Context: an optimization exercise on an open-source flow, tuned for small area, a short achievable clock period and few clock cycles. The choices shown serve that exercise and are no tape-out recipe. Where RTL was checked, it was by simulation tests only, not by an equivalence proof against the original. The RTL of runs 1 to 3 was laid out without a check of its function.

## flow/design.v (module list and top-level ports; edited modules follow where they fit)
// module lr_sq: 947 lines
// module lr_mxy: 1683 lines
// module lr_q1: 267 lines
// module lr_q2: 347 lines
// module lr_dstage: 192 lines
// module lr_tm: 75 lines
// module lr_ta: 123 lines
// module lr_add28: 116 lines
// module lr_add20: 84 lines
// module lr_add10: 44 lines
// module lr_add9: 40 lines
// module lr_add8: 36 lines
// module LinearRegressor: 138 lines
// module lr_tstep: 16 lines
// module lr_b0: 17 lines
module LinearRegressor(input clk, rst, start, input [19:0] x_in, y_in, output [7:0] addr, output [19:0] Vect_E, output err_valid, output ready);
  // ...
==> flow/flow/run.sh <==
#!/bin/bash
# Layout flow: the standard synthesis, then flow/invopt.py re-chooses the inverters
# around the full adders (flip-flops, ports and cell names kept), then the standard
# layout from that netlist.  Each tool's output goes to its own log in this folder.
set -euo pipefail
R=orfs/results/${FLOW_PLATFORM}/LinearRegressor/base
bash standard.sh synth > synth.log 2>&1
cp "$R/1_2_yosys.v" "$R/1_2_yosys.std.v"
python3 flow/invopt.py "$R/1_2_yosys.std.v" "$R/1_2_yosys.v" 300 > invopt.log 2>&1
bash standard.sh > layout.log 2>&1
==> flow/flow/invopt.py <==
#!/usr/bin/env python3
"""Inverter clean-up on the synthesized netlist.

Yosys maps full adders onto fixed fa cells after ABC has chosen signal polarities, so the
netlist carries many inverters between adders.  This pass removes every inverter and puts
back as few as it can, choosing for each full adder whether it works on inverted signals
(FA(~a,~b,~c) = (~s,~co)) and for some gates whether to use their inverting or
non-inverting form (nand2 <-> and2, ...).  Flip-flops, ports and all other cells are kept
as they are, with the same names.
usage: invopt.py in.v out.v"""
import re, sys, collections

src = open(sys.argv[1]).read()
m = re.search(r'module\s+(\w+)\s*\((.*?)\);(.*)endmodule', src, re.S)
mod_name, portlist, body = m.group(1), m.group(2), m.group(3)
item_re = re.compile(r'(\s*(?:input|output|wire|inout)\b[^;]*;)|(\s*(sky130_fd_sc_hd__\w+)\s+(\\\S+|\S+)\s*\((.*?)\);)', re.S)
pin_re = re.compile(r'\.(\w+)\(\s*(\\\S+\s|[^()\s]+)\s*\)')
decls, cells = [], []
for im in item_re.finditer(body):
    if im.group(1):
        decls.append(im.group(1).strip())
    else:
        cells.append([im.group(3), im.group(4), {p: n.strip() for p, n in pin_re.findall(im.group(5))}])
assert item_re.sub('', body).strip() == ''

ports = set()
for d in decls:
    dm = re.match(r'(input|output|inout)\s*(\[(\d+):(\d+)\])?\s*(\S+)\s*;', d)
    if dm:
        if dm.group(2):
            a, b = int(dm.group(3)), int(dm.group(4))
            ports.update(f"{dm.group(5)}[{i}]" for i in range(min(a, b), max(a, b) + 1))
        else:
            ports.add(dm.group(5))

P = 'sky130_fd_sc_hd__'
INV_AREA = 3.7536
# inverting form (output Y) <-> non-inverting form (output X), with areas
SIB = {}
for a, b, aa, ba in [
        ('nand2_1', 'and2_1', 3.7536, 6.256), ('nor2_1', 'or2_1', 3.7536, 6.256),
        ('nand3_1', 'and3_1', 5.0048, 6.256), ('nor3_1', 'or3_1', 5.0048, 6.256),
        ('nand4_1', 'and4_1', 6.256, 8.7584), ('nor4_1', 'or4_1', 6.256, 7.5072),
        ('a21oi_1', 'a21o_1', 5.0048, 7.5072), ('o21ai_0', 'o21a_1', 5.0048, 7.5072),
        ('o21ai_1', 'o21a_1', 5.0048, 7.5072), ('a22oi_1', 'a22o_1', 7.5072, 8.7584),
        ('o22ai_1', 'o22a_1', 6.256, 8.7584), ('a211oi_1', 'a211o_1', 7.5072, 8.7584),
        ('o211ai_1', 'o211a_1', 7.5072, 10.0096), ('a31oi_1', 'a31o_1', 6.256, 8.7584),
        ('o31ai_1', 'o31a_1', 7.5072, 8.7584), ('nand2b_1', 'and2b_1', 6.256, 7.5072),
        ('nor2b_1', 'or2b_1', 6.256, 7.5072), ('a32oi_1', 'a32o_1', 8.7584, 10.0096),
        ('o32ai_1', 'o32a_1', 8.7584, 10.0096), ('a221oi_1', 'a221o_1', 8.7584, 10.0096),
        ('o221ai_1', 'o221a_1', 8.7584, 11.2608), ('a2bb2oi_1', 'a2bb2o_1', 8.7584, 10.0096),
        ('o2bb2ai_1', 'o2bb2a_1', 8.7584, 10.0096), ('a21boi_0', 'a21bo_1', 7.5072, 10.0096),
        ('o21bai_1', 'o21ba_1', 7.5072, 10.0096), ('a311oi_1', 'a311o_1', 8.7584, 10.0096),
        ('o311ai_0', 'o311a_1', 8.7584, 10.0096), ('a41oi_1', 'a41o_1', 8.7584, 10.0096),
        ('o41ai_1', 'o41a_1', 8.7584, 11.2608), ('nand3b_1', 'and3b_1', 7.5072, 8.7584),
        ('nor3b_1', 'or3b_1', 7.5072, 8.7584)]:
    SIB[P + a] = (P + b, 'Y', 'X', ba - aa)
    SIB[P + b] = (P + a, 'X', 'Y', aa - ba)
SIB[P + 'xor2_1'] = (P + 'xnor2_1', 'X', 'Y', 0.0)
SIB[P + 'xnor2_1'] = (P + 'xor2_1', 'Y', 'X', 0.0)

OUT = {'X', 'Y', 'Q', 'Q_N', 'COUT', 'SUM', 'HI', 'LO'}
def is_inv(t): return re.match(P + r'(inv|clkinv|clkinvlp)_\d+$', t) is not None
def is_fa(t): return t == P + 'fa_1'

drv = {}
for ci, (t, n, p) in enumerate(cells):
    for pin, net in p.items():
        if pin in OUT: drv[net] = ci

def root(net):
    par = 0
    while net in drv and is_inv(cells[drv[net]][0]):
        net = cells[drv[net]][2]['A']; par ^= 1
    return net, par

keep_inv = {ci for ci, c in enumerate(cells) if is_inv(c[0]) and c[2]['Y'] in ports}
cons = collections.defaultdict(list)   # root -> [(ci, pin, parity)]
for ci, (t, n, p) in enumerate(cells):
    if is_inv(t) and ci not in keep_inv: continue
    for pin, net in p.items():
        if pin in OUT: continue
        r, par = root(net)
        cons[r].append((ci, pin, par))

var = {}          # ci -> 0/1  (FA flip, or gate swap)
frozen = set()
for ci, (t, n, p) in enumerate(cells):
    if is_fa(t) or (t in SIB and ci not in keep_inv):
        var[ci] = 0
        if any(net in ports for pin, net in p.items() if pin in OUT): frozen.add(ci)
def avail(r):
    d = drv.get(r)
    return var.get(d, 0) if d is not None else 0
def need(r):
    a = avail(r)
    for ci, pin, par in cons[r]:
        f = var[ci] if is_fa(cells[ci][0]) else 0
        if par ^ f != a: return 1
    return 0
def affected(ci):
    t, n, p = cells[ci]
    rs = {net for pin, net in p.items() if pin in OUT}
    if is_fa(t): rs |= {root(p[x])[0] for x in ('A', 'B', 'CIN')}
    return rs
def local_cost(ci, rs):
    c = sum(need(r) for r in rs) * INV_AREA
    if cells[ci][0] in SIB and var[ci]: c += SIB[cells[ci][0]][3]
    return c
import random
rng = random.Random(1)
order = [ci for ci in var if ci not in frozen]
aff = {ci: affected(ci) for ci in order}
def total():
    return sum(need(r) for r in cons) * INV_AREA + sum(SIB[cells[ci][0]][3] for ci in var if var[ci] and cells[ci][0] in SIB)
def descend():
    for it in range(100):
        improved = False
        rng.shuffle(order)
        for ci in order:
            rs = aff[ci]
            before = local_cost(ci, rs)
            var[ci] ^= 1
            if local_cost(ci, rs) < before - 1e-9: improved = True
            else: var[ci] ^= 1
        if not improved: break
descend()
best = dict(var); bestc = total()
for restart in range(int(sys.argv[3]) if len(sys.argv) > 3 else 20):
    # perturb: flip a random 5% of the variables, then descend again
    for ci in rng.sample(order, max(1, len(order) // 20)): var[ci] ^= 1
    descend()
    c = total()
    if c < bestc - 1e-9: best = dict(var); bestc = c
    else: var.update(best)
var.update(best)

# rebuild
newcells, newwires, invnet = [], [], {}
def phys(r, want):
    if want == avail(r): return r
    if r not in invnet:
        nm = f"_invopt_{len(invnet)}_"
        invnet[r] = nm
        newwires.append(nm)
        newcells.append([P + 'inv_1', nm + 'i', {'A': r, 'Y': nm}])
    return invnet[r]
nflip = nswap = 0
for ci, (t, n, p) in enumerate(cells):
    if is_inv(t) and ci not in keep_inv: continue
    f = var.get(ci, 0)
    q = {}
    for pin, net in p.items():
        if pin in OUT: q[pin] = net
        else:
            r, par = root(net)
            q[pin] = phys(r, par ^ (f if is_fa(t) else 0))
    if f and t in SIB:
        nt, o_old, o_new, _ = SIB[t]
        q[o_new] = q.pop(o_old); t = nt; nswap += 1
    elif f: nflip += 1
    newcells.append([t, n, q])
def fmt(x): return x + ' ' if x.startswith('\\') else x
out = [f"/* inverters re-chosen by invopt.py */", f"module {mod_name}({portlist});"]
out += ["  " + d for d in decls] + [f"  wire {w};" for w in newwires]
for t, n, p in newcells:
    out.append(f"  {t} {fmt(n)} (" + ", ".join(f".{k}({fmt(v)})" for k, v in p.items()) + ");")
out.append("endmodule")
open(sys.argv[2], 'w').write("\n".join(out) + "\n")
ninv = sum(1 for c in cells if is_inv(c[0]))
print(f"invopt: inverters {ninv} -> {len(invnet) + len(keep_inv)}; "
      f"full adders flipped {nflip}, gates swapped {nswap}", file=sys.stderr)
==> flow/standard.sh <==
#!/bin/bash
# synth_recipe.tcl (not shown) runs the flow's synth.tcl, then flattens the netlist and writes it again
# the make line also repeats each setting of config.mk as NAME=value (left out here)
make -C /OpenROAD-flow-scripts/flow DESIGN_CONFIG=/design/flow/config.mk WORK_HOME=/design/flow/orfs CLKGATE_MAP_FILE= SYNTH_SCRIPT=/design/flow/synth_recipe.tcl "${@:-finish}"
==> flow/config.mk <==
export PLATFORM = sky130hd
export DESIGN_NAME = LinearRegressor
export DESIGN_NICKNAME = LinearRegressor
export VERILOG_FILES = /design/flow/design.v
export SDC_FILE = /design/flow/constraint.sdc
export NUM_CORES = 8
export LEC_CHECK = 0
export ABC_AREA = 1
export CAP_MARGIN = 20
export CORE_MARGIN = 2
export CORE_UTILIZATION = 45
export PLACE_DENSITY = 0.6
export SLEW_MARGIN = 20
==> flow/constraint.sdc <==
create_clock -name core_clock -period 360.0 [get_ports {clk}]
set_input_delay 72.0000 -clock core_clock [delete_from_list [all_inputs] [get_ports {clk}]]
set_output_delay 72.0000 -clock core_clock [all_outputs]
set_load 0.01 [all_outputs]
==> results_dict.tcl, run 1 <==
set metrics [dict create \
    status "no timing/DRC/antenna violations" \
    cts_inserted_buffers 45 \
    cts_tree "yes" \
    final_cell_mix "862 x nand2_1, 795 x fa_1, 508 x inv_1" \
    cts.sinks 335 \
    syn_area_per_cell_um2 9.50 \
    clk_pin_slew_ps 60 \
    vias_per_cell 5.63 \
    hold_end "SXY[43]" \
    critPathMaxFanout 31 \
    cap_viol_max_count 0 \
    path_class "flop to output pin" \
    grt_remaining_overflow 0 \
    nonClkBufAreaFrac_pct 3.06 \
    min_period_ps 74280 \
    rsz0062_at_grt "no" \
    syn_inst 4437 \
    reg2reg_slack_ps 308960 \
    drc_errors 0 \
    cp.depth 1 \
]
==> module LinearRegressor, before the edit <==
module LinearRegressor(input clk, rst, start, input [19:0] x_in, y_in, output [7:0] addr, output [19:0] Vect_E, output err_valid, output ready);
	function [7:0] radd8; input [7:0] a, b; integer i; reg c;
		begin c = 1'b0; for (i = 0; i < 8; i = i + 1) begin radd8[i] = a[i] ^ b[i] ^ c; c = (a[i] & b[i]) | (a[i] & c) | (b[i] & c); end end
	endfunction
	function [10:0] radd11; input [10:0] a, b; input ci; integer i; reg c;
		begin c = ci; for (i = 0; i < 11; i = i + 1) begin radd11[i] = a[i] ^ b[i] ^ c; c = (a[i] & b[i]) | (a[i] & c) | (b[i] & c); end end
	endfunction
	function [10:0] red150; input [10:0] U; reg [2:0] e; reg [7:0] c;
		begin
			e = (U >= 11'd1050) ? 3'd7 : (U >= 11'd900) ? 3'd6 : (U >= 11'd750) ? 3'd5 : (U >= 11'd600) ? 3'd4 :
			    (U >= 11'd450) ? 3'd3 : (U >= 11'd300) ? 3'd2 : (U >= 11'd150) ? 3'd1 : 3'd0;
			case (e)    
				3'd0: c = 8'd0; 3'd1: c = 8'd106; 3'd2: c = 8'd212; 3'd3: c = 8'd62;
				3'd4: c = 8'd168; 3'd5: c = 8'd18; 3'd6: c = 8'd124; default: c = 8'd230;
			endcase
			red150 = {e, radd8(U[7:0], c)};
		end
	endfunction
	reg p_idle, p_sum, p_joint, p_div, p_res;
	reg [7:0] cnt;
	reg ev;
	reg [7:0] ar;                      
	wire c150 = (cnt == 8'd150);
	wire c27 = (cnt == 8'd27);
	wire last_sum = p_sum & c150;
	wire last_joint = p_joint & c27;
	wire last_div = p_div & c27;
	wire last_res = p_res & c150;
	wire first = p_sum & (cnt == 8'd1);
	wire keep = ~first;
	wire jlow = cnt < 8'd5;             
	wire dlive = cnt < 8'd23;           
	wire [7:0] cnt_n;
	always @(posedge clk, posedge rst) begin
		if (rst) begin
			p_idle <= 1'b1; p_sum <= 1'b0; p_joint <= 1'b0; p_div <= 1'b0; p_res <= 1'b0;
			cnt <= 8'd0; ar <= 8'd0; ev <= 1'b0;
		end else begin
			p_idle <= (p_idle & ~start) | last_res;
			p_sum <= (p_idle & start) | (p_sum & ~c150);
			p_joint <= last_sum | (p_joint & ~c27);
			p_div <= last_joint | (p_div & ~c27);
			p_res <= last_div | (p_res & ~c150);
			cnt <= cnt_n;
			ar <= cnt_n;
			ev <= p_res & (cnt != 8'd0);
		end
	end
	assign cnt_n = (p_idle | last_joint | last_div | last_res) ? 8'd0 : (last_sum ? {5'd0, k0} : (sk0 ? 8'd12 : radd8(cnt, 8'd1)));
	assign addr = ar;
	assign ready = p_idle;
	assign err_valid = ev;
	reg [19:0] xr, yr;
	reg [27:0] SX, SY;
	reg [45:0] SXX, SXY;                
	reg [45:0] Q1;                      
	reg [45:0] QN;                      
	reg [7:0] rb, rd, R1h, R2h, h;
	wire [19:0] A = SXY[19:0];
	wire [17:0] M = SXY[37:20];          
	reg skip;                           
	reg ovf;
	assign Vect_E = ~SXY[29:10];
	wire load = ~(p_joint | p_div);
	wire [4:0] bi = 5'd27 - cnt[4:0];      
	wire s = SX[bi];
	wire t = SY[bi];
	wire [8:0] ra9 = {rb, s};
	wire qa = ra9 >= 9'd150;
	wire [7:0] rb_n = radd8(ra9[7:0], qa ? 8'd106 : 8'd0);       
	wire [8:0] rc9 = {rd, t};
	wire qc = rc9 >= 9'd150;
	wire [7:0] rd_n = radd8(rc9[7:0], qc ? 8'd106 : 8'd0);
	wire [10:0] U1 = radd11({1'b0, R1h, 2'b00}, s ? {1'b0, rb, 2'b01} : 11'd0, 1'b0);
	wire [10:0] V1 = red150(U1);
	wire [2:0] e1 = V1[10:8];
	wire [45:0] q1_n;
	lr_q1 HQ1(.q({Q1[43:0], ~SXX[45:44]}), .xa(s ? xr : 20'd0), .e(e1), .s(q1_n));
	wire [10:0] U2 = radd11(radd11({1'b0, R2h, 2'b00}, s ? {2'b0, rd, 1'b0} : 11'd0, s & t), t ? {2'b0, rb, 1'b0} : 11'd0, 1'b0);
	wire [10:0] V2 = red150(U2);
	wire [2:0] e2 = V2[10:8];
	wire [45:0] q2_n;
	lr_q2 HQ2(.q({QN[43:0], ~SXY[45:44]}), .ya(s ? yr : 20'd0), .xb(t ? xr : 20'd0), .e(e2), .s(q2_n));
	wire big = ~&Q1[45:24];
	wire sk0 = p_div & (cnt == 8'd0) & big;
	wire n1 = (skip ? ~QN[23] : ~QN[45]) & dlive & p_div;
	wire n2 = (skip ? ~QN[22] : ~QN[44]) & dlive & p_div;
	wire [45:0] d1, d2;
	wire co1, co2;
	lr_dstage DS1(.rn({SXX, n1}), .nv(Q1), .d(d1), .co(co1));
	wire q1 = co1 & p_div & ~sk0;
	wire [45:0] r1 = q1 ? d1 : {SXX[44:0], n1};
	lr_dstage DS2(.rn({r1, n2}), .nv(Q1), .d(d2), .co(co2));
	wire q2 = co2 & p_div & ~sk0;
	wire [45:0] r2 = q2 ? d2 : {r1[44:0], n2};
	wire [17:0] m = {h, SX[9:0]};        
	wire [9:0] g = xr[19:10];            
	wire [17:0] M1, M2;
	wire [19:0] A1, A2;
	wire o1, o2;
	lr_tstep TS1(.q(q1), .A(A), .M(M), .m(m), .g(g), .An(A1), .Mn(M1), .ov(o1));
	lr_tstep TS2(.q(q2), .A(A1), .M(M1), .m(m), .g(g), .An(A2), .Mn(M2), .ov(o2));
	wire [19:0] c = yr;
	wire [19:0] b0;
	lr_b0 FB0(.c(c), .d(rd), .A(A), .B(M[17:10]), .ovf(ovf), .b0(b0));
	wire [45:0] sq_o;
	lr_sq SQ(.x(xr), .acc(SXX & {46{keep}}), .s(sq_o));
	wire [45:0] mx_o;
	wire [45:0] ra = p_res ? {16'd0, ~yr, 10'd0} : (SXY & {46{keep}});
	lr_mxy MXY(.u(xr), .w(p_res ? QN[19:0] : yr), .ra(ra), .rb(p_res ? Q1[19:0] : 20'd0), .z(mx_o));
	wire [27:0] sx_o, sy_o;
	wire sx_c, sy_c;
	lr_add28 ASX(.a(SX & {28{keep}}), .b({8'd0, xr & {20{p_sum}}}), .ci(1'b0), .s(sx_o), .co(sx_c));
	lr_add28 ASY(.a(SY & {28{keep}}), .b({8'd0, yr & {20{p_sum}}}), .ci(1'b0), .s(sy_o), .co(sy_c));
	wire [4:0] lz = sx_o[27:23] | sy_o[27:23];
	wire [2:0] k0 = lz[4] ? 3'd0 : lz[3] ? 3'd1 : lz[2] ? 3'd2 : lz[1] ? 3'd3 : lz[0] ? 3'd4 : 3'd5;
	always @(posedge clk) begin
		xr[19:10] <= load ? x_in[19:10] : (p_joint ? xr[18:9] : xr[19:10]);
		xr[9:0] <= load ? x_in[9:0] : {xr[8:0], qa};
		if (!p_div) yr <= load ? y_in : {yr[18:0], qc};
		SX <= sx_o;
		SY <= sy_o;
		SXX <= (p_sum | (p_joint & jlow)) ? sq_o : (sk0 ? {22'd0, ~QN[45:22]} : r2);
		SXY[45:38] <= (p_joint & ~jlow) ? SXY[43:36] : mx_o[45:38];
		SXY[37:0] <= p_div ? {M2, A2} : ((p_joint & ~jlow) ? {SXY[35:0], 2'b00} : mx_o[37:0]);
		rb <= p_joint ? rb_n : 8'd0;
		rd <= p_sum ? 8'd0 : (p_joint ? rd_n : rd);
		R1h <= p_joint ? V1[7:0] : 8'd0;
		R2h <= p_joint ? V2[7:0] : 8'd0;
		if (p_joint && cnt == 8'd17) h <= rb_n;
		if (p_joint) Q1 <= q1_n;
		else if (p_res && cnt == 8'd0) Q1[19:0] <= b0;
		if (p_joint) QN <= q2_n;
		else if (p_div) QN <= {QN[43:0], q1, q2};
		skip <= p_div & (skip | sk0);
		ovf <= p_div & (ovf | o1 | o2);
	end
endmodule
==> inputs of run 2 (changes only) <==
--- a/flow/design.v
+++ b/flow/design.v
@@ -3974,5 +3974,4 @@
 	reg [7:0] cnt;
 	reg ev;
-	reg [7:0] ar;                      
 	wire c150 = (cnt == 8'd150);
 	wire c27 = (cnt == 8'd27);
@@ -3989,5 +3988,5 @@
 		if (rst) begin
 			p_idle <= 1'b1; p_sum <= 1'b0; p_joint <= 1'b0; p_div <= 1'b0; p_res <= 1'b0;
-			cnt <= 8'd0; ar <= 8'd0; ev <= 1'b0;
+			cnt <= 8'd0; ev <= 1'b0;
 		end else begin
 			p_idle <= (p_idle & ~start) | last_res;
@@ -3997,10 +3996,9 @@
 			p_res <= last_div | (p_res & ~c150);
 			cnt <= cnt_n;
-			ar <= cnt_n;
 			ev <= p_res & (cnt != 8'd0);
 		end
 	end
-	assign cnt_n = (p_idle | last_joint | last_div | last_res) ? 8'd0 : (last_sum ? {5'd0, k0} : (sk0 ? 8'd12 : radd8(cnt, 8'd1)));
-	assign addr = ar;
+	assign cnt_n = (p_idle | (last_joint & ~big) | last_div | last_res) ? 8'd0 : (last_sum ? {5'd0, k0} : ((last_joint & big) ? 8'd12 : radd8(cnt, 8'd1)));
+	assign addr = cnt;
 	assign ready = p_idle;
 	assign err_valid = ev;
@@ -4036,15 +4034,14 @@
 	wire [45:0] q2_n;
 	lr_q2 HQ2(.q({QN[43:0], ~SXY[45:44]}), .ya(s ? yr : 20'd0), .xb(t ? xr : 20'd0), .e(e2), .s(q2_n));
-	wire big = ~&Q1[45:24];
-	wire sk0 = p_div & (cnt == 8'd0) & big;
-	wire n1 = (skip ? ~QN[23] : ~QN[45]) & dlive & p_div;
-	wire n2 = (skip ? ~QN[22] : ~QN[44]) & dlive & p_div;
+	wire big = ~&q1_n[45:24];
+	wire n1 = (skip ? ~QN[21] : ~QN[45]) & dlive & p_div;
+	wire n2 = (skip ? ~QN[20] : ~QN[44]) & dlive & p_div;
 	wire [45:0] d1, d2;
 	wire co1, co2;
 	lr_dstage DS1(.rn({SXX, n1}), .nv(Q1), .d(d1), .co(co1));
-	wire q1 = co1 & p_div & ~sk0;
+	wire q1 = co1 & p_div;
 	wire [45:0] r1 = q1 ? d1 : {SXX[44:0], n1};
 	lr_dstage DS2(.rn({r1, n2}), .nv(Q1), .d(d2), .co(co2));
-	wire q2 = co2 & p_div & ~sk0;
+	wire q2 = co2 & p_div;
 	wire [45:0] r2 = q2 ? d2 : {r1[44:0], n2};
 	wire [17:0] m = {h, SX[9:0]};        
@@ -4075,5 +4072,5 @@
 		SX <= sx_o;
 		SY <= sy_o;
-		SXX <= (p_sum | (p_joint & jlow)) ? sq_o : (sk0 ? {22'd0, ~QN[45:22]} : r2);
+		SXX <= (p_sum | (p_joint & jlow)) ? sq_o : ((last_joint & big) ? {22'd0, ~q2_n[45:22]} : r2);
 		SXY[45:38] <= (p_joint & ~jlow) ? SXY[43:36] : mx_o[45:38];
 		SXY[37:0] <= p_div ? {M2, A2} : ((p_joint & ~jlow) ? {SXY[35:0], 2'b00} : mx_o[37:0]);
@@ -4087,5 +4084,5 @@
 		if (p_joint) QN <= q2_n;
 		else if (p_div) QN <= {QN[43:0], q1, q2};
-		skip <= p_div & (skip | sk0);
+		skip <= (last_joint & big) | (p_div & skip);
 		ovf <= p_div & (ovf | o1 | o2);
 	end
==> results_dict.tcl, run 2 <==
set metrics [dict create \
    status "no timing/DRC/antenna violations" \
    rsz0062_at_grt "no" \
    wirelength_mm 139 \
    startpoint "cnt[1]" \
    initial_core_util_pct 45.3 \
    ant_nets 0 \
    layout.nets 5384 \
    syn_area_per_cell_um2 9.69 \
    hold_viol 0 \
    post_cts_resized 0 \
    holdWs_ps 463 \
    syn_inst 4350 \
    portBuffers 72 \
    num_vias 31700 \
    clkLatencyLatePin_ps 610 \
    dp_hpwl_mm 103 \
    wl_per_cell_um 24.8 \
    clk_pin_slew_ps 60 \
    setup_viol 0 \
    final_cell_mix "795 x fa_1, 700 x nand2_1, 503 x inv_1" \
    die_w_um 310 \
    grt_max_degree 81 \
    clock-root-buffer "clkbuf_16" \
    area_delta_synth_final_pct 8.29 \
    gp_congestion 0.996 \
    synth.net_count 5430 \
    min_path_type "flop to flop" \
    cts_setup_buffers 0 \
    start_kind "flop" \
    tns_ps 0 \
    rows 112 \
    grt.total_usage_pct 29.7 \
    min_period_ps 74040 \
    holdCritStartpoint "SXY[43]" \
    htree_num_levels 2 \
    slew_headroom_pct 28.9 \
    path_class "flop to output pin" \
    drive_gt1_share_pct 6.27 \
    drc_errors 0 \
    cts_inserted_buffers 44 \
    drt_pass1_iterations 8 \
    slew_viol_final 0 \
    die_area_mm2 0.0962 \
    r2r_start "cnt[1]" \
    core_mm2 0.0930 \
    cpPeakStageDelay_ps 770 \
    tightest_slew_ps 1060 \
    antenna_found_initial 6 \
    cts_tree "yes" \
    vias_per_cell 5.66 \
    grt_pass1_vias 32900 \
    grt_remaining_overflow 0 \
    grt_pass1_wl_mm 210 \
    fmax_mhz 13.5 \
    die_h_um 310 \
    final_common_cell "fa_1" \
    required_ps 288000 \
    ctsHoldBuffers 0 \
    ys_warn_count 1 \
    cap_viol_max_count 0 \
    crit_arrival_ps 2040 \
    cts.sinks 335 \
    initialDrtViolationCount 2827 \
    clk_path_buf_depth 3 \
    skew_ps 38.7 \
    critPathMaxFanout 17 \
    crit_family "flip-flops" \
    fin_crit_sh_pct 20.6 \
    syn_area_mm2 0.0422 \
    cp_cell_sequence "clkdlybuf4s50_1" \
    cp_slowest_cell "dfrtp_1" \
    end_kind "output pin" \
    io_pins 73 \
    cp.buffers_inverters 1 \
]
[run 2: path summary, 6_finish.rpt]
path | depth (start not counted) | slack (ps) | to
hold / removal | 2 | 460 | SXY[45]
setup / recovery | 1 | 285960 | addr[1]
min in group asynchronous | 2 | 71730 | cnt[1]
setup reg to reg | 152 | 311770 | SXY[19]
hold reg to reg | 2 | 460 | SXY[45]
max in group asynchronous | 2 | 287870 | p_joint
[run 2: per-stage QoR]
stage	instance area, um2	std cells	setup slack (ps)	util (%)
6_report	45700	5599	285960	49.1
5_1_grt	45700	5594	285920	49.1
4_1_cts	45600	5594	285950	49.1
3_5_place_dp	44100	5512	286610	47.4
3_3_place_gp	44100	5512	286620	47.4
2_1_floorplan	42200	4350	287460	-
[run 2: layout make-up]
type                       instances  area [um2]
clock buffer                      59        1290
clock inverter                    23         240
multi-input combinational       3244       31100
tap                             1254        1570
fill                            8760       47400
antenna                            5        12.5
sequential                       335        8090
timing repair buffer             171        1460
inverter                         508        1910
[run 2: layer usage]
layer  share of wire (%)  vias up  GRT usage, %
met5               0.028        -             0
met4                 5.5        6          13.3
met3                  10      420          7.76
met2                  45     1512          46.7
met1                  39    16000          38.6
li1                    -    13800             -
==> inputs of run 3 (changes only) <==
==> flow/flow/run.sh (replaced) <==
#!/bin/bash
# Layout flow: the standard synthesis, then flow/invopt.py re-chooses the inverters
# around the full adders (flip-flops, ports and cell names kept), then the standard
# layout from that netlist, with the port buffers of flow/ports.env.  Each tool's output
# goes to its own log in this folder.
set -euo pipefail
R=orfs/results/${FLOW_PLATFORM}/LinearRegressor/base
bash standard.sh synth > synth.log 2>&1
cp "$R/1_2_yosys.v" "$R/1_2_yosys.std.v"
python3 flow/invopt.py "$R/1_2_yosys.std.v" "$R/1_2_yosys.v" 300 > invopt.log 2>&1
if [[ -f flow/ports.env ]]; then source flow/ports.env; fi
bash standard.sh > layout.log 2>&1
==> flow/flow/ports.env (new file) <==
export BUFFER_PORTS_ARGS="-buffer_cell sky130_fd_sc_hd__buf_2"
==> results_dict.tcl, run 3 <==
set metrics [dict create \
    hold_viol 0 \
    min_path_type "flop to flop" \
    r2r_start "cnt[1]" \
    cp.buffers_inverters 1 \
    ff2ff_path_depth 156 \
    rows 112 \
    end_kind "output pin" \
    grt.total_usage_pct 29.9 \
    syn_inst 4350 \
    drive_gt1_share_pct 7.79 \
    path_class "flop to output pin" \
    rsz0062_at_grt "no" \
    slew_headroom_pct 27.0 \
    vias_per_cell 5.64 \
    status "no timing/DRC/antenna violations" \
    initialDrtViolationCount 2832 \
    cts_tree "yes" \
    antenna_found_initial 8 \
    fmax_mhz 13.6 \
    cts.sinks 335 \
    critPathMaxFanout 17 \
    clock-root-buffer "clkbuf_16" \
    die_h_um 310 \
    cp_slowest_cell "dfrtp_1" \
    cts_setup_buffers 0 \
    clk_pin_slew_ps 60 \
    fin_crit_sh_pct 20.4 \
    startpoint "cnt[1]" \
    drc_errors 0 \
    cap_viol_max_count 0 \
    required_ps 288000 \
    syn_area_per_cell_um2 9.69 \
    post-route-util_pct 48.6 \
    grt_pass1_vias 33300 \
    io_pins 73 \
    setup_viol 0 \
    gp_congestion 0.997 \
    core_mm2 0.0930 \
    start_kind "flop" \
    die_area_mm2 0.0962 \
    cts_inserted_buffers 43 \
    ys_warn_count 1 \
    layout.nets 5385 \
    crit_arrival_ps 1610 \
    ctsHoldBuffers 0 \
    grt_remaining_overflow 0 \
    dp.cells 5514 \
    min_period_ps 73610 \
    r2r-end "SXY[19]" \
    crit_family "flip-flops" \
    wl_per_cell_um 24.7 \
    crit_end "addr[1]" \
    area_delta_synth_final_pct 7.19 \
    clk_path_buf_depth 3 \
    stdcell_count 5601 \
    tightest_slew_ps 1080 \
    drt_pass1_iterations 5 \
    die_w_um 310 \
    cp_cell_sequence "buf_2" \
    cpPeakStageDelay_ps 750 \
    grt_max_degree 81 \
    slew_viol_final 0 \
    wirelength_mm 139 \
    dp_hpwl_mm 104 \
    clkLatencyLatePin_ps 610 \
    portBuffers 72 \
    final_common_cell "fa_1" \
    skew_ps 21.6 \
    initial_core_util_pct 45.3 \
    num_vias 31600 \
    htree_num_levels 2 \
    grt_pass1_wl_mm 212 \
    reg2reg_slack_ps 312150 \
    ant_nets 0 \
    synth.net_count 5430 \
    tns_ps 0 \
    syn_area_mm2 0.0422 \
    place_area_mm2 0.0438 \
    final_cell_mix "795 x fa_1, 700 x nand2_1, 503 x inv_1" \
    post_cts_resized 0 \
    cp.depth 1 \
    finalInstanceArea_mm2 0.0452 \
]
run 3: metal layers:
| layer | vias up | wire [um] | track usage [%] |
|---|---|---|---|
| li1 | 13800 | - | - |
| met1 | 16000 | 54300 | 38.9 |
| met2 | 1466 | 62300 | 46.9 |
| met3 | 382 | 13900 | 7.39 |
| met4 | 4 | 8020 | 14.0 |
| met5 | - | 23 | 0 |
run 3: final cells by class:
| type | instances | area, um2 |
|---|---|---|
| diodes | 7 | 17.5 |
| clock buffers | 58 | 1200 |
| clock inverters | 22 | 208 |
| fillers | 8800 | 47800 |
| inverters | 508 | 1910 |
| multi-input cells | 3244 | 31100 |
| flip-flops and latches | 335 | 8090 |
| well taps | 1254 | 1570 |
| repair buffers | 173 | 1120 |
run 3: worst min-delay path by stage:
| stage | endpoint | startpoint | slack (ps) | cells past startpoint |
|---|---|---|---|---|
| 6_report | SXY[45] | SXY[43] | 460 | 2 |
| 5_1_grt | SXY[43] | SXY[41] | 490 | 2 |
| 4_1_cts | SXY[41] | SXY[39] | 470 | 2 |
| 3_5_place_dp | SXY[45] | SXY[43] | 460 | 2 |
| 3_3_place_gp | SXY[45] | SXY[43] | 450 | 2 |
| 2_1_floorplan | SXY[41] | SXY[39] | 430 | 2 |
run 3: per-stage QoR:
stage / setup slack (ps) / hold slack [ps]
2_1_floorplan: 287460 / 426
3_3_place_gp: 287030 / 449
3_5_place_dp: 287020 / 458
4_1_cts: 286370 / 471
5_1_grt: 286360 / 494
6_report: 286390 / 465
==> module lr_ta, before the edit <==
module lr_ta(input q, input [19:0] A, input [9:0] g, input [1:0] e, output [20:0] An);
  wire n_1;
  wire n_2;
  wire n_3;
  wire n_4;
  wire n_5;
  wire n_6;
  wire n_7;
  wire n_8;
  wire n_9;
  wire n_10;
  wire n_11;
  wire n_12;
  wire n_13;
  wire n_14;
  wire n_15;
  wire n_16;
  wire n_17;
  wire n_18;
  wire n_19;
  wire n_20;
  wire n_21;
  wire n_22;
  wire n_23;
  wire n_24;
  wire n_25;
  wire n_26;
  wire n_27;
  wire n_28;
  wire n_29;
  wire n_30;
  wire n_31;
  wire n_32;
  wire n_33;
  wire n_34;
  wire n_35;
  wire n_36;
  wire n_37;
  wire n_38;
  wire n_39;
  wire n_40;
  wire n_41;
  wire n_42;
  wire n_43;
  wire n_44;
  wire n_45;
  wire n_46;
  wire n_47;
  wire n_48;
  wire n_49;
  wire n_50;
  wire n_51;
  wire n_52;
  wire n_53;
  wire n_54;
  wire n_55;
  wire n_56;
  wire n_57;
  wire n_58;
  wire n_59;
  wire n_60;
  assign n_1 = A[0] ^ (q & g[1]) ^ e[1];
  assign n_2 = (A[0] & (q & g[1])) | (A[0] & e[1]) | ((q & g[1]) & e[1]);
  assign n_3 = n_2 ^ A[1] ^ (q & g[2]);
  assign n_4 = (n_2 & A[1]) | (n_2 & (q & g[2])) | (A[1] & (q & g[2]));
  assign n_5 = n_4 ^ A[2] ^ (q & g[3]);
  assign n_6 = (n_4 & A[2]) | (n_4 & (q & g[3])) | (A[2] & (q & g[3]));
  assign n_7 = n_6 ^ A[3] ^ (q & g[4]);
  assign n_8 = (n_6 & A[3]) | (n_6 & (q & g[4])) | (A[3] & (q & g[4]));
  assign n_9 = n_8 ^ A[4] ^ (q & g[5]);
  assign n_10 = (n_8 & A[4]) | (n_8 & (q & g[5])) | (A[4] & (q & g[5]));
  assign n_11 = n_10 ^ A[5] ^ (q & g[6]);
  assign n_12 = (n_10 & A[5]) | (n_10 & (q & g[6])) | (A[5] & (q & g[6]));
  assign n_13 = n_12 ^ A[6] ^ (q & g[7]);
  assign n_14 = (n_12 & A[6]) | (n_12 & (q & g[7])) | (A[6] & (q & g[7]));
  assign n_15 = n_14 ^ A[7] ^ (q & g[8]);
  assign n_16 = (n_14 & A[7]) | (n_14 & (q & g[8])) | (A[7] & (q & g[8]));
  assign n_17 = n_16 ^ A[8] ^ (q & g[9]);
  assign n_18 = (n_16 & A[8]) | (n_16 & (q & g[9])) | (A[8] & (q & g[9]));
  assign n_19 = (q & g[0]) ^ e[0];
  assign n_20 = (q & g[0]) & e[0];
  assign n_21 = n_1 ^ n_20;
  assign n_22 = n_1 & n_20;
  assign n_23 = n_3 ^ n_22;
  assign n_24 = n_3 & n_22;
  assign n_25 = n_5 ^ n_24;
  assign n_26 = n_5 & n_24;
  assign n_27 = n_7 ^ n_26;
  assign n_28 = n_7 & n_26;
  assign n_29 = n_9 ^ n_28;
  assign n_30 = n_9 & n_28;
  assign n_31 = n_11 ^ n_30;
  assign n_32 = n_11 & n_30;
  assign n_33 = n_13 ^ n_32;
  assign n_34 = n_13 & n_32;
  assign n_35 = n_15 ^ n_34;
  assign n_36 = n_15 & n_34;
  assign n_37 = n_17 ^ n_36;
  assign n_38 = n_17 & n_36;
  assign n_39 = n_18 ^ A[9] ^ n_38;
  assign n_40 = (n_18 & A[9]) | (n_18 & n_38) | (A[9] & n_38);
  assign n_41 = A[10] ^ n_40;
  assign n_42 = A[10] & n_40;
  assign n_43 = A[11] ^ n_42;
  assign n_44 = A[11] & n_42;
  assign n_45 = A[12] ^ n_44;
  assign n_46 = A[12] & n_44;
  assign n_47 = A[13] ^ n_46;
  assign n_48 = A[13] & n_46;
  assign n_49 = A[14] ^ n_48;
  assign n_50 = A[14] & n_48;
  assign n_51 = A[15] ^ n_50;
  assign n_52 = A[15] & n_50;
  assign n_53 = A[16] ^ n_52;
  assign n_54 = A[16] & n_52;
  assign n_55 = A[17] ^ n_54;
  assign n_56 = A[17] & n_54;
  assign n_57 = A[18] ^ n_56;
  assign n_58 = A[18] & n_56;
  assign n_59 = A[19] ^ n_58;
  assign n_60 = A[19] & n_58;
  assign An = {n_59, n_57, n_55, n_53, n_51, n_49, n_47, n_45, n_43, n_41, n_39, n_37, n_35, n_33, n_31, n_29, n_27, n_25, n_23, n_21, n_19};
endmodule
==> module lr_tstep, before the edit <==
module lr_tstep(input q, input [19:0] A, input [17:0] M, m, input [9:0] g, output [19:0] An, output [17:0] Mn, output ov);
	wire [18:0] S;
	lr_tm TM(.q(q), .M(M), .m(m), .S(S));
	wire [8:0] U = S[18:10];            
	wire ua = U >= 9'd300;
	wire ub = ~ua & (U >= 9'd150);
	wire [7:0] c = ua ? 8'd212 : (ub ? 8'd106 : 8'd0);    
	wire [7:0] bs;
	wire bc;
	lr_add8 AB(.a(U[7:0]), .b(c), .ci(1'b0), .s(bs), .co(bc));
	assign Mn = {bs, S[9:0]};
	wire [20:0] As;
	lr_ta TA(.q(q), .A(A), .g(g), .e({ua, ub}), .An(As));
	assign An = As[19:0];
	assign ov = A[19] | As[20];
endmodule
==> module lr_b0, before the edit <==
module lr_b0(input [19:0] c, input [7:0] d, input [19:0] A, input [7:0] B, input ovf, output [19:0] b0);
	localparam [19:0] K = 20'h1b4e8;     
	wire [19:0] D;
	wire nb;
	lr_add20 AD(.a(c), .b(~A), .ci(1'b1), .s(D), .co(nb));
	wire [8:0] z;
	wire zc;
	lr_add9 AZ(.a({1'b0, d}), .b({1'b1, ~B}), .ci(1'b1), .s(z), .co(zc));    
	wire [8:0] z16 = z + 9'd16;
	wire bgt = z[8];                     
	wire zneg = z16[8];                  
	wire zbig = ~z16[8] & (z16[7:0] >= 8'd150);
	wire wrap = ovf | ~nb | ((D == 20'd0) & bgt);
	wire [19:0] corr = wrap ? (zneg ? K - 20'd1 : (zbig ? K + 20'd1 : K)) : (bgt ? 20'hFFFFF : 20'd0);
	wire bc;
	lr_add20 AB(.a(D), .b(corr), .ci(1'b0), .s(b0), .co(bc));
endmodule
==> inputs of run 4 (changes only) <==
--- a/flow/design.v
+++ b/flow/design.v
@@ -3510,5 +3510,5 @@
   assign S = {n_35, n_33, n_31, n_29, n_27, n_25, n_23, n_21, n_19, n_17, n_15, n_13, n_11, n_9, n_7, n_5, n_3, n_1, (q & m[0])};
 endmodule
-module lr_ta(input q, input [19:0] A, input [9:0] g, input [1:0] e, output [20:0] An);
+module lr_ta(input q, inj, input [20:0] A, input [9:0] g, input [1:0] e, output [21:0] An);
   wire n_1;
   wire n_2;
@@ -3571,44 +3571,46 @@
   wire n_59;
   wire n_60;
-  assign n_1 = A[0] ^ (q & g[1]) ^ e[1];
-  assign n_2 = (A[0] & (q & g[1])) | (A[0] & e[1]) | ((q & g[1]) & e[1]);
-  assign n_3 = n_2 ^ A[1] ^ (q & g[2]);
-  assign n_4 = (n_2 & A[1]) | (n_2 & (q & g[2])) | (A[1] & (q & g[2]));
-  assign n_5 = n_4 ^ A[2] ^ (q & g[3]);
-  assign n_6 = (n_4 & A[2]) | (n_4 & (q & g[3])) | (A[2] & (q & g[3]));
-  assign n_7 = n_6 ^ A[3] ^ (q & g[4]);
-  assign n_8 = (n_6 & A[3]) | (n_6 & (q & g[4])) | (A[3] & (q & g[4]));
-  assign n_9 = n_8 ^ A[4] ^ (q & g[5]);
-  assign n_10 = (n_8 & A[4]) | (n_8 & (q & g[5])) | (A[4] & (q & g[5]));
-  assign n_11 = n_10 ^ A[5] ^ (q & g[6]);
-  assign n_12 = (n_10 & A[5]) | (n_10 & (q & g[6])) | (A[5] & (q & g[6]));
-  assign n_13 = n_12 ^ A[6] ^ (q & g[7]);
-  assign n_14 = (n_12 & A[6]) | (n_12 & (q & g[7])) | (A[6] & (q & g[7]));
-  assign n_15 = n_14 ^ A[7] ^ (q & g[8]);
-  assign n_16 = (n_14 & A[7]) | (n_14 & (q & g[8])) | (A[7] & (q & g[8]));
-  assign n_17 = n_16 ^ A[8] ^ (q & g[9]);
-  assign n_18 = (n_16 & A[8]) | (n_16 & (q & g[9])) | (A[8] & (q & g[9]));
-  assign n_19 = (q & g[0]) ^ e[0];
-  assign n_20 = (q & g[0]) & e[0];
-  assign n_21 = n_1 ^ n_20;
-  assign n_22 = n_1 & n_20;
-  assign n_23 = n_3 ^ n_22;
-  assign n_24 = n_3 & n_22;
-  assign n_25 = n_5 ^ n_24;
-  assign n_26 = n_5 & n_24;
-  assign n_27 = n_7 ^ n_26;
-  assign n_28 = n_7 & n_26;
-  assign n_29 = n_9 ^ n_28;
-  assign n_30 = n_9 & n_28;
-  assign n_31 = n_11 ^ n_30;
-  assign n_32 = n_11 & n_30;
-  assign n_33 = n_13 ^ n_32;
-  assign n_34 = n_13 & n_32;
-  assign n_35 = n_15 ^ n_34;
-  assign n_36 = n_15 & n_34;
-  assign n_37 = n_17 ^ n_36;
-  assign n_38 = n_17 & n_36;
-  assign n_39 = n_18 ^ A[9] ^ n_38;
-  assign n_40 = (n_18 & A[9]) | (n_18 & n_38) | (A[9] & n_38);
+  wire n_61;
+  wire n_62;
+  assign n_1 = inj ^ (q & g[0]) ^ e[0];
+  assign n_2 = (inj & (q & g[0])) | (inj & e[0]) | ((q & g[0]) & e[0]);
+  assign n_3 = A[0] ^ (q & g[1]) ^ e[1];
+  assign n_4 = (A[0] & (q & g[1])) | (A[0] & e[1]) | ((q & g[1]) & e[1]);
+  assign n_5 = n_4 ^ A[1] ^ (q & g[2]);
+  assign n_6 = (n_4 & A[1]) | (n_4 & (q & g[2])) | (A[1] & (q & g[2]));
+  assign n_7 = n_6 ^ A[2] ^ (q & g[3]);
+  assign n_8 = (n_6 & A[2]) | (n_6 & (q & g[3])) | (A[2] & (q & g[3]));
+  assign n_9 = n_8 ^ A[3] ^ (q & g[4]);
+  assign n_10 = (n_8 & A[3]) | (n_8 & (q & g[4])) | (A[3] & (q & g[4]));
+  assign n_11 = n_10 ^ A[4] ^ (q & g[5]);
+  assign n_12 = (n_10 & A[4]) | (n_10 & (q & g[5])) | (A[4] & (q & g[5]));
+  assign n_13 = n_12 ^ A[5] ^ (q & g[6]);
+  assign n_14 = (n_12 & A[5]) | (n_12 & (q & g[6])) | (A[5] & (q & g[6]));
+  assign n_15 = n_14 ^ A[6] ^ (q & g[7]);
+  assign n_16 = (n_14 & A[6]) | (n_14 & (q & g[7])) | (A[6] & (q & g[7]));
+  assign n_17 = n_16 ^ A[7] ^ (q & g[8]);
+  assign n_18 = (n_16 & A[7]) | (n_16 & (q & g[8])) | (A[7] & (q & g[8]));
+  assign n_19 = n_18 ^ A[8] ^ (q & g[9]);
+  assign n_20 = (n_18 & A[8]) | (n_18 & (q & g[9])) | (A[8] & (q & g[9]));
+  assign n_21 = n_2 ^ n_3;
+  assign n_22 = n_2 & n_3;
+  assign n_23 = n_5 ^ n_22;
+  assign n_24 = n_5 & n_22;
+  assign n_25 = n_7 ^ n_24;
+  assign n_26 = n_7 & n_24;
+  assign n_27 = n_9 ^ n_26;
+  assign n_28 = n_9 & n_26;
+  assign n_29 = n_11 ^ n_28;
+  assign n_30 = n_11 & n_28;
+  assign n_31 = n_13 ^ n_30;
+  assign n_32 = n_13 & n_30;
+  assign n_33 = n_15 ^ n_32;
+  assign n_34 = n_15 & n_32;
+  assign n_35 = n_17 ^ n_34;
+  assign n_36 = n_17 & n_34;
+  assign n_37 = n_19 ^ n_36;
+  assign n_38 = n_19 & n_36;
+  assign n_39 = n_20 ^ A[9] ^ n_38;
+  assign n_40 = (n_20 & A[9]) | (n_20 & n_38) | (A[9] & n_38);
   assign n_41 = A[10] ^ n_40;
   assign n_42 = A[10] & n_40;
@@ -3631,5 +3633,7 @@
   assign n_59 = A[19] ^ n_58;
   assign n_60 = A[19] & n_58;
-  assign An = {n_59, n_57, n_55, n_53, n_51, n_49, n_47, n_45, n_43, n_41, n_39, n_37, n_35, n_33, n_31, n_29, n_27, n_25, n_23, n_21, n_19};
+  assign n_61 = A[20] ^ n_60;
+  assign n_62 = A[20] & n_60;
+  assign An = {n_61, n_59, n_57, n_55, n_53, n_51, n_49, n_47, n_45, n_43, n_41, n_39, n_37, n_35, n_33, n_31, n_29, n_27, n_25, n_23, n_21, n_1};
 endmodule
 module lr_add28(input [27:0] a, b, input ci, output [27:0] s, output co);
@@ -3957,4 +3961,7 @@
 		begin c = 1'b0; for (i = 0; i < 8; i = i + 1) begin radd8[i] = a[i] ^ b[i] ^ c; c = (a[i] & b[i]) | (a[i] & c) | (b[i] & c); end end
 	endfunction
+	function [3:0] radd4; input [3:0] a, b; integer i; reg c;
+		begin c = 1'b0; for (i = 0; i < 4; i = i + 1) begin radd4[i] = a[i] ^ b[i] ^ c; c = (a[i] & b[i]) | (a[i] & c) | (b[i] & c); end end
+	endfunction
 	function [10:0] radd11; input [10:0] a, b; input ci; integer i; reg c;
 		begin c = ci; for (i = 0; i < 11; i = i + 1) begin radd11[i] = a[i] ^ b[i] ^ c; c = (a[i] & b[i]) | (a[i] & c) | (b[i] & c); end end
@@ -4009,6 +4016,6 @@
 	reg [45:0] QN;                      
 	reg [7:0] rb, rd, R1h, R2h, h;
-	wire [19:0] A = SXY[19:0];
-	wire [17:0] M = SXY[37:20];          
+	wire [20:0] A = SXY[20:0];           
+	wire [17:0] M = SXY[38:21];          
 	reg skip;                           
 	reg ovf;
@@ -4048,11 +4055,14 @@
 	wire [9:0] g = xr[19:10];            
 	wire [17:0] M1, M2;
-	wire [19:0] A1, A2;
+	wire [20:0] A1, A2;
 	wire o1, o2;
-	lr_tstep TS1(.q(q1), .A(A), .M(M), .m(m), .g(g), .An(A1), .Mn(M1), .ov(o1));
-	lr_tstep TS2(.q(q2), .A(A1), .M(M1), .m(m), .g(g), .An(A2), .Mn(M2), .ov(o2));
-	wire [19:0] c = yr;
+	wire late = cnt >= 8'd18;
+	wire [3:0] ci = radd4(cnt[3:0], 4'd14);           
+	wire inj1 = late & ~yr[5'd19 - {ci, 1'b0}];
+	wire inj2 = late & ~yr[5'd18 - {ci, 1'b0}];
+	lr_tstep TS1(.q(q1), .inj(inj1), .A(A), .M(M), .m(m), .g(g), .An(A1), .Mn(M1), .ov(o1));
+	lr_tstep TS2(.q(q2), .inj(inj2), .A(A1), .M(M1), .m(m), .g(g), .An(A2), .Mn(M2), .ov(o2));
 	wire [19:0] b0;
-	lr_b0 FB0(.c(c), .d(rd), .A(A), .B(M[17:10]), .ovf(ovf), .b0(b0));
+	lr_b0 FB0(.F(A), .d(rd), .B(M[17:10]), .ovf(ovf), .b0(b0));
 	wire [45:0] sq_o;
 	lr_sq SQ(.x(xr), .acc(SXX & {46{keep}}), .s(sq_o));
@@ -4073,6 +4083,6 @@
 		SY <= sy_o;
 		SXX <= (p_sum | (p_joint & jlow)) ? sq_o : ((last_joint & big) ? {22'd0, ~q2_n[45:22]} : r2);
-		SXY[45:38] <= (p_joint & ~jlow) ? SXY[43:36] : mx_o[45:38];
-		SXY[37:0] <= p_div ? {M2, A2} : ((p_joint & ~jlow) ? {SXY[35:0], 2'b00} : mx_o[37:0]);
+		SXY[45:39] <= (p_joint & ~jlow) ? SXY[43:37] : mx_o[45:39];
+		SXY[38:0] <= p_div ? {M2, A2} : ((p_joint & ~jlow) ? {SXY[36:0], 2'b00} : mx_o[38:0]);
 		rb <= p_joint ? rb_n : 8'd0;
 		rd <= p_sum ? 8'd0 : (p_joint ? rd_n : rd);
@@ -4082,11 +4092,12 @@
 		if (p_joint) Q1 <= q1_n;
 		else if (p_res && cnt == 8'd0) Q1[19:0] <= b0;
-		if (p_joint) QN <= q2_n;
-		else if (p_div) QN <= {QN[43:0], q1, q2};
+		QN[45:20] <= p_joint ? q2_n[45:20] : QN[43:18];
+		if (p_joint) QN[19:0] <= q2_n[19:0];
+		else if (p_div) QN[19:0] <= {QN[17:0], q1, q2};
 		skip <= (last_joint & big) | (p_div & skip);
 		ovf <= p_div & (ovf | o1 | o2);
 	end
 endmodule
-module lr_tstep(input q, input [19:0] A, input [17:0] M, m, input [9:0] g, output [19:0] An, output [17:0] Mn, output ov);
+module lr_tstep(input q, inj, input [20:0] A, input [17:0] M, m, input [9:0] g, output [20:0] An, output [17:0] Mn, output ov);
 	wire [18:0] S;
 	lr_tm TM(.q(q), .M(M), .m(m), .S(S));
@@ -4099,14 +4110,11 @@
 	lr_add8 AB(.a(U[7:0]), .b(c), .ci(1'b0), .s(bs), .co(bc));
 	assign Mn = {bs, S[9:0]};
-	wire [20:0] As;
-	lr_ta TA(.q(q), .A(A), .g(g), .e({ua, ub}), .An(As));
-	assign An = As[19:0];
-	assign ov = A[19] | As[20];
+	wire [21:0] As;
+	lr_ta TA(.q(q), .inj(inj), .A(A), .g(g), .e({ua, ub}), .An(As));
+	assign An = As[20:0];
+	assign ov = A[20] | As[21];
 endmodule
-module lr_b0(input [19:0] c, input [7:0] d, input [19:0] A, input [7:0] B, input ovf, output [19:0] b0);
+module lr_b0(input [20:0] F, input [7:0] d, input [7:0] B, input ovf, output [19:0] b0);
 	localparam [19:0] K = 20'h1b4e8;     
-	wire [19:0] D;
-	wire nb;
-	lr_add20 AD(.a(c), .b(~A), .ci(1'b1), .s(D), .co(nb));
 	wire [8:0] z;
 	wire zc;
@@ -4116,7 +4124,7 @@
 	wire zneg = z16[8];                  
 	wire zbig = ~z16[8] & (z16[7:0] >= 8'd150);
-	wire wrap = ovf | ~nb | ((D == 20'd0) & bgt);
+	wire wrap = ovf | F[20] | ((&F[19:0]) & bgt);
 	wire [19:0] corr = wrap ? (zneg ? K - 20'd1 : (zbig ? K + 20'd1 : K)) : (bgt ? 20'hFFFFF : 20'd0);
 	wire bc;
-	lr_add20 AB(.a(D), .b(corr), .ci(1'b0), .s(b0), .co(bc));
+	lr_add20 AB(.a(~F[19:0]), .b(corr), .ci(1'b0), .s(b0), .co(bc));
 endmodule
--- a/flow/config.mk
+++ b/flow/config.mk
@@ -10,4 +10,6 @@
 export CORE_MARGIN = 2
 export CORE_UTILIZATION = 45
+export CTS_CLUSTER_DIAMETER = 100
+export CTS_CLUSTER_SIZE = 20
 export PLACE_DENSITY = 0.6
 export SLEW_MARGIN = 20
==> results_dict.tcl, run 4 <==
set metrics [dict create \
    crit_family "flip-flops" \
    syn_area_mm2 0.0415 \
    ys_warn_count 1 \
    skew_ps 51.3 \
    syn_inst 4412 \
    synth.net_count 5478 \
    clock-root-buffer "clkbuf_16" \
    min_period_ps 73520 \
    tns_ps 0 \
    holdWs_ps 448 \
    grt_max_degree 81 \
    fmax_mhz 13.6 \
    ant_nets 0 \
    regArea_mm2 0.00782 \
    path_class "flop to output pin" \
    hold_viol 0 \
    wirelength_mm 136 \
    drc_errors 0 \
    cp_slowest_cell "dfrtp_1" \
    clkLatencyLatePin_ps 640 \
    portBuffers 72 \
    place_area_mm2 0.0430 \
    slew_viol_final 0 \
    final_cell_mix "804 x nand2_1, 778 x fa_1, 496 x inv_1" \
    cpPeakStageDelay_ps 660 \
    dp_hpwl_mm 102 \
    min_path_type "flop to flop" \
    drt_pass1_iterations 5 \
    grt_pass1_vias 32800 \
    grt.total_usage_pct 29.5 \
    slew_headroom_pct 28.0 \
    gp_congestion 0.969 \
    critPathMaxFanout 10 \
    cts_setup_buffers 0 \
    die_h_um 308 \
    ctsHoldBuffers 0 \
    start_kind "flop" \
    end_kind "output pin" \
    initial_core_util_pct 45.4 \
    finalInstanceArea_mm2 0.0439 \
    area_delta_synth_final_pct 5.68 \
    core_mm2 0.0915 \
    tightest_slew_ps 1080 \
    cap_viol_max_count 0 \
    grt_pass1_wl_mm 208 \
    antenna_found_initial 6 \
    clk_pin_slew_ps 90 \
    required_ps 288000 \
    cts.sinks 335 \
    syn_area_per_cell_um2 9.41 \
    wl_per_cell_um 24.5 \
    cts_inserted_buffers 26 \
    cp_cell_sequence "buf_2" \
    die_area_mm2 0.0947 \
    num_vias 31400 \
    die_w_um 308 \
    post_cts_resized 0 \
    setup_viol 0 \
    io_pins 73 \
    status "no timing/DRC/antenna violations" \
    initialDrtViolationCount 2949 \
    layout.nets 5405 \
    crit_arrival_ps 1520 \
    dp_worst_setup_slack_ps 287130 \
    rsz0062_at_grt "no" \
    htree_num_levels 1 \
    cp.buffers_inverters 1 \
    grt_remaining_overflow 0 \
    clk_path_buf_depth 3 \
    multi_input_area_mm2 0.0307 \
    fillCellCount 8746 \
    vias_per_cell 5.67 \
    rows 111 \
    cts_tree "yes" \
    final_common_cell "nand2_1" \
    fin_crit_sh_pct 20.4 \
    fin_ws_ps 286480 \
    drive_gt1_share_pct 6.58 \
]
==> run 4: layout make-up <==
| type | count | area share, % |
|---|---|---|
| multi-input combinational | 3309 | 70.0 |
| tap | 1186 | 3.38 |
| inverter | 501 | 4.28 |
| clock buffer | 32 | 1.58 |
| timing repair buffer | 166 | 2.43 |
| clock inverter | 16 | 0.445 |
| antenna | 1 | 0.00570 |
| sequential | 335 | 17.8 |
==> run 4: path summary, 6_finish.rpt <==
path | startpoint | to | slack, ps | cells past startpoint
worst max-delay path | cnt[2] | addr[2] | 286480 | 1
worst min-delay path | QN[33] | QN[35] | 450 | 2
worst max register to register | cnt[0] | ovf | 310220 | 157
worst min register to register | QN[33] | QN[35] | 450 | 2
max in group asynchronous | rst | p_joint | 288230 | 2
min in group asynchronous | rst | cnt[7] | 71380 | 2
==> run 4: per-layer routing <==
metal	GRT usage (%)	wire length, um	up-vias
met5	0	23	-
met3	5.33	12400	341
li1	-	-	13800
met1	38.6	53500	15800
met4	13.5	7740	4
met2	47.7	62400	1426
==> run 4: stage by stage <==
step,instances,util [%]
floorplan,4412,-
global placement,5497,47.0
detailed placement,5497,47.0
CTS,5545,47.9
global route,5545,48.0
finish,5546,48.0
Testbench counts of run 4, summed over its fixed seeds: cycles 27,427.
==> inputs of run 5 (changes only) <==
--- a/flow/config.mk
+++ b/flow/config.mk
@@ -10,6 +10,6 @@
 export CORE_MARGIN = 2
 export CORE_UTILIZATION = 45
-export CTS_CLUSTER_DIAMETER = 100
-export CTS_CLUSTER_SIZE = 20
+export CTS_CLUSTER_DIAMETER = 150
+export CTS_CLUSTER_SIZE = 16
 export PLACE_DENSITY = 0.6
 export SLEW_MARGIN = 20
==> results_dict.tcl, run 5 <==
set metrics [dict create \
    place_area_mm2 0.0430 \
    drc_errors 0 \
    grt_pass1_wl_mm 208 \
    clk_pin_slew_ps 80 \
    finalInstanceArea_mm2 0.0437 \
    ant_nets 0 \
    slew_headroom_pct 28.6 \
    tns_ps 0 \
    synth.net_count 5478 \
    cap_viol_max_count 0 \
    crit_family "flip-flops" \
    fin_crit_sh_pct 20.4 \
    core_mm2 0.0915 \
    grt_pass1_vias 32800 \
    num_vias 31500 \
    initialDrtViolationCount 3005 \
    drive_gt1_share_pct 6.24 \
    min_path_type "flop to flop" \
    vias_per_cell 5.69 \
    die_w_um 308 \
    ctsHoldBuffers 0 \
    drt_pass1_iterations 6 \
    hold_viol 0 \
    io_pins 73 \
    die_area_mm2 0.0947 \
    final_common_cell "nand2_1" \
    clkLatencyLatePin_ps 620 \
    grt.total_usage_pct 29.5 \
    required_ps 288000 \
    startpoint "cnt[2]" \
    diodes 0 \
    cts_setup_buffers 0 \
    stdcell_count 5542 \
    cp.buffers_inverters 1 \
    rsz0062_at_grt "no" \
    critPathMaxFanout 10 \
    start_kind "flop" \
    post-route-util_pct 47.8 \
    cp_slowest_cell "dfrtp_1" \
    dp_worst_setup_slack_ps 287130 \
    cts.sinks 335 \
    holdCritStartpoint "SXY[41]" \
    syn_area_per_cell_um2 9.41 \
    portBuffers 72 \
    wl_per_cell_um 24.6 \
    grt_max_degree 81 \
    cts_inserted_buffers 25 \
    syn_area_mm2 0.0415 \
    rows 111 \
    htree_num_levels 1 \
    status "no timing/DRC/antenna violations" \
    fmax_mhz 13.6 \
    path_class "flop to output pin" \
    clk_path_buf_depth 3 \
    syn_inst 4412 \
    cts_tree "yes" \
    area_delta_synth_final_pct 5.29 \
    layout.nets 5404 \
    grt_remaining_overflow 0 \
    fillCellCount 8742 \
    dp.cells 5497 \
    antenna_found_initial 8 \
    clock-root-buffer "clkbuf_16" \
    gp_congestion 0.969 \
    dp_hpwl_mm 102 \
    wirelength_mm 136 \
    cpPeakStageDelay_ps 680 \
    min_period_ps 73530 \
    die_h_um 308 \
    setup_viol 0 \
    skew_ps 39.9 \
    tightest_slew_ps 1060 \
    slew_viol_final 0 \
    cp_cell_sequence "buf_2" \
    end_kind "output pin" \
    crit_arrival_ps 1530 \
    fin_ws_ps 286470 \
    ys_warn_count 1 \
    final_cell_mix "804 x nand2_1, 778 x fa_1, 496 x inv_1" \
    initial_core_util_pct 45.4 \
    post_cts_resized 0 \
    r2r_start "cnt[0]" \
    holdWs_ps 449 \
]
==> run 5: layout make-up <==
| class | instances | area, um2 | share of cell area [%] |
|---|---|---|---|
| Tap cell | 1186 | 1480 | 3.39 |
| Inverter | 501 | 1880 | 4.30 |
| Sequential cell | 335 | 7820 | 17.9 |
| Clock inverter | 3 | 40.0 | 0.0916 |
| Timing Repair Buffer | 166 | 1070 | 2.44 |
| Clock buffer | 42 | 689 | 1.58 |
| Multi-Input combinational cell | 3309 | 30700 | 70.3 |
==> run 5: routing by layer <==
metal	part of all wire [%]	track usage, %	vias up	wire length, um
met2	46	47.8	1436	62800
met3	8.9	5.64	323	12100
met5	0.030	0	-	41
met4	5.6	13.3	6	7680
met1	39	38.4	15900	53700
li1	-	-	13800	-
==> run 5: worst paths after layout <==
kind                       endpoint  slack (ps)  cells past startpoint
setup / recovery            addr[2]      286470                      1
hold / removal              SXY[43]         450                      2
setup reg to reg                ovf      310210                    157
hold reg to reg             SXY[43]         450                      2
max in group asynchronous   p_joint      288200                      2
min in group asynchronous    cnt[7]       71410                      2
==> inputs of run 6 (changes only) <==
--- a/flow/config.mk
+++ b/flow/config.mk
@@ -7,5 +7,5 @@
 export LEC_CHECK = 0
 export ABC_AREA = 1
-export CAP_MARGIN = 20
+export CAP_MARGIN = 0
 export CORE_MARGIN = 2
 export CORE_UTILIZATION = 45
@@ -13,3 +13,3 @@
 export CTS_CLUSTER_SIZE = 16
 export PLACE_DENSITY = 0.6
-export SLEW_MARGIN = 20
+export SLEW_MARGIN = 0
==> results_dict.tcl, run 6 <==
set metrics [dict create \
    cts_tree "yes" \
    holdWs_ps 449 \
    cts.sinks 335 \
    r2r-end "ovf" \
    cp.buffers_inverters 1 \
    clk_path_buf_depth 3 \
    wirelength_met1_mm 53.8 \
    fin_crit_sh_pct 20.4 \
    grt_pass1_wl_mm 208 \
    status "no timing/DRC/antenna violations" \
    ant_nets 0 \
    hold_end "SXY[43]" \
    htree_num_levels 1 \
    end_kind "output pin" \
    syn_area_mm2 0.0415 \
    gp_congestion 0.969 \
    drt_pass1_iterations 6 \
    hold_viol 0 \
    syn_area_per_cell_um2 9.41 \
    antenna_found_initial 8 \
    syn_inst 4412 \
    dr_wl_met3_mm 12.2 \
    wirelength_mm 136 \
    drive_gt1_share_pct 6.24 \
    grt_remaining_overflow 0 \
    cp_cell_sequence "buf_2" \
    min_path_type "flop to flop" \
    fillCellCount 8746 \
    vias_per_cell 5.68 \
    clkLatencyLatePin_ps 620 \
    synth.net_count 5478 \
    clock-root-buffer "clkbuf_16" \
    layout.nets 5404 \
    cap_viol_max_count 0 \
    cts_setup_buffers 0 \
    post_cts_resized 0 \
    cp_slowest_cell "dfrtp_1" \
    final_cell_mix "804 x nand2_1, 778 x fa_1, 496 x inv_1" \
    ff2ff_path_depth 157 \
    die_h_um 308 \
    grt_max_degree 81 \
    tightest_slew_ps 1180 \
    critPathMaxFanout 10 \
    hold_depth 2 \
    fmax_mhz 13.6 \
    ys_warn_count 1 \
    rows 111 \
    cpPeakStageDelay_ps 700 \
    dp_hpwl_mm 102 \
    initial_core_util_pct 45.4 \
    holdCritStartpoint "SXY[41]" \
    die_w_um 308 \
    diodes 0 \
    wl_met2_mm 62.7 \
    drc_errors 0 \
    final_common_cell "nand2_1" \
    clk_pin_slew_ps 80 \
    slew_viol_final 0 \
    start_kind "flop" \
    core_mm2 0.0915 \
    reg2reg_slack_ps 310210 \
    slew_headroom_pct 21.2 \
    num_vias 31500 \
    tns_ps 0 \
    grt.total_usage_pct 29.5 \
    cts_inserted_buffers 25 \
    portBuffers 72 \
    area_delta_synth_final_pct 5.27 \
    ctsHoldBuffers 0 \
    die_area_mm2 0.0947 \
    required_ps 288000 \
    min_period_ps 73550 \
    crit_arrival_ps 1550 \
    r2r_start "cnt[0]" \
    wl_per_cell_um 24.6 \
    finalInstanceArea_mm2 0.0437 \
    initialDrtViolationCount 3071 \
    grt_pass1_vias 32800 \
    skew_ps 39.2 \
    place_area_mm2 0.0430 \
    rsz0062_at_grt "no" \
    path_class "flop to output pin" \
    setup_viol 0 \
    routed.top_layer "met5" \
    io_pins 73 \
    crit_family "flip-flops" \
]
[run 6: metal layers]
layer	global-route usage (%)	vias up
met5	0	-
met4	13.3	6
met3	5.64	311
met2	47.8	1408
met1	38.4	15900
li1	-	13800
[run 6: area by class of cell]
class	count	area (um2)	share of cell area, %
inverter	501	1880	4.30
clock inverter	3	40.0	0.0916
timing repair buffer	166	1070	2.44
sequential	335	7820	17.9
multi-input combinational	3309	30700	70.3
tap	1186	1480	3.39
clock buffer	42	689	1.58
[run 6: worst max-delay path by stage]
stage / depth (start not counted) / start / to / slack, ps
3_3_place_gp: 1 / cnt[2] / addr[2] / 287140
3_5_place_dp: 1 / cnt[2] / addr[2] / 287130
2_1_floorplan: 0 / p_idle / ready / 287460
5_1_grt: 1 / cnt[2] / addr[2] / 286440
6_report: 1 / cnt[2] / addr[2] / 286450
4_1_cts: 1 / cnt[2] / addr[2] / 286460
[run 6: stage by stage]
stage,utilization [%],cells,setup WS [ps]
floorplan,-,4412,287460
global placement,47.0,5497,287140
detailed placement,47.0,5497,287130
CTS,47.8,5542,286460
global route,47.8,5542,286440
finish,47.8,5542,286450

[afterwards: timing with drivers on the ports]
In the flow no input, the clock included, has a driving cell. The finished layouts below were timed again as built, in two steps. Step 1: set_driving_cell puts a clkbuf_16 on clk and a buf_2 on each other input, an assumption about the parent block. Step 2 moves the port delays by t, midway between the first and last clock arrival at a register: inputs arrive t later, outputs are due t later. That takes back most of the time a late clock gives input paths. Three values: ideal, step 1, step 2; two values: the first two.
run | shift t [ns] | setup WS [ns] | hold slack, ns | worst setup path after step 2 | pins driven straight from the clock port
run 1 | 0.672 | 285.717 / 285.651 / 286.323 | 0.458 / 0.458 / 0.458 | register to output | 1
run 2 | 0.663 | 285.963 / 285.894 / 286.556 | 0.463 / 0.463 / 0.463 | register to output | 1
run 3 | 0.669 | 286.391 / 286.325 / 286.993 | 0.465 / 0.465 / 0.465 | register to output | 1
run 4 | 0.681 | 286.478 / 286.409 / 287.090 | 0.448 / 0.448 / 0.448 | register to output | 1
run 5 | 0.668 | 286.470 / 286.402 / 287.070 | 0.449 / 0.449 / 0.449 | register to output | 1
run 6 | 0.667 | 286.454 / 286.386 / 287.052 | 0.449 / 0.449 / 0.449 | register to output | 1
After both steps every run listed still meets setup and hold.
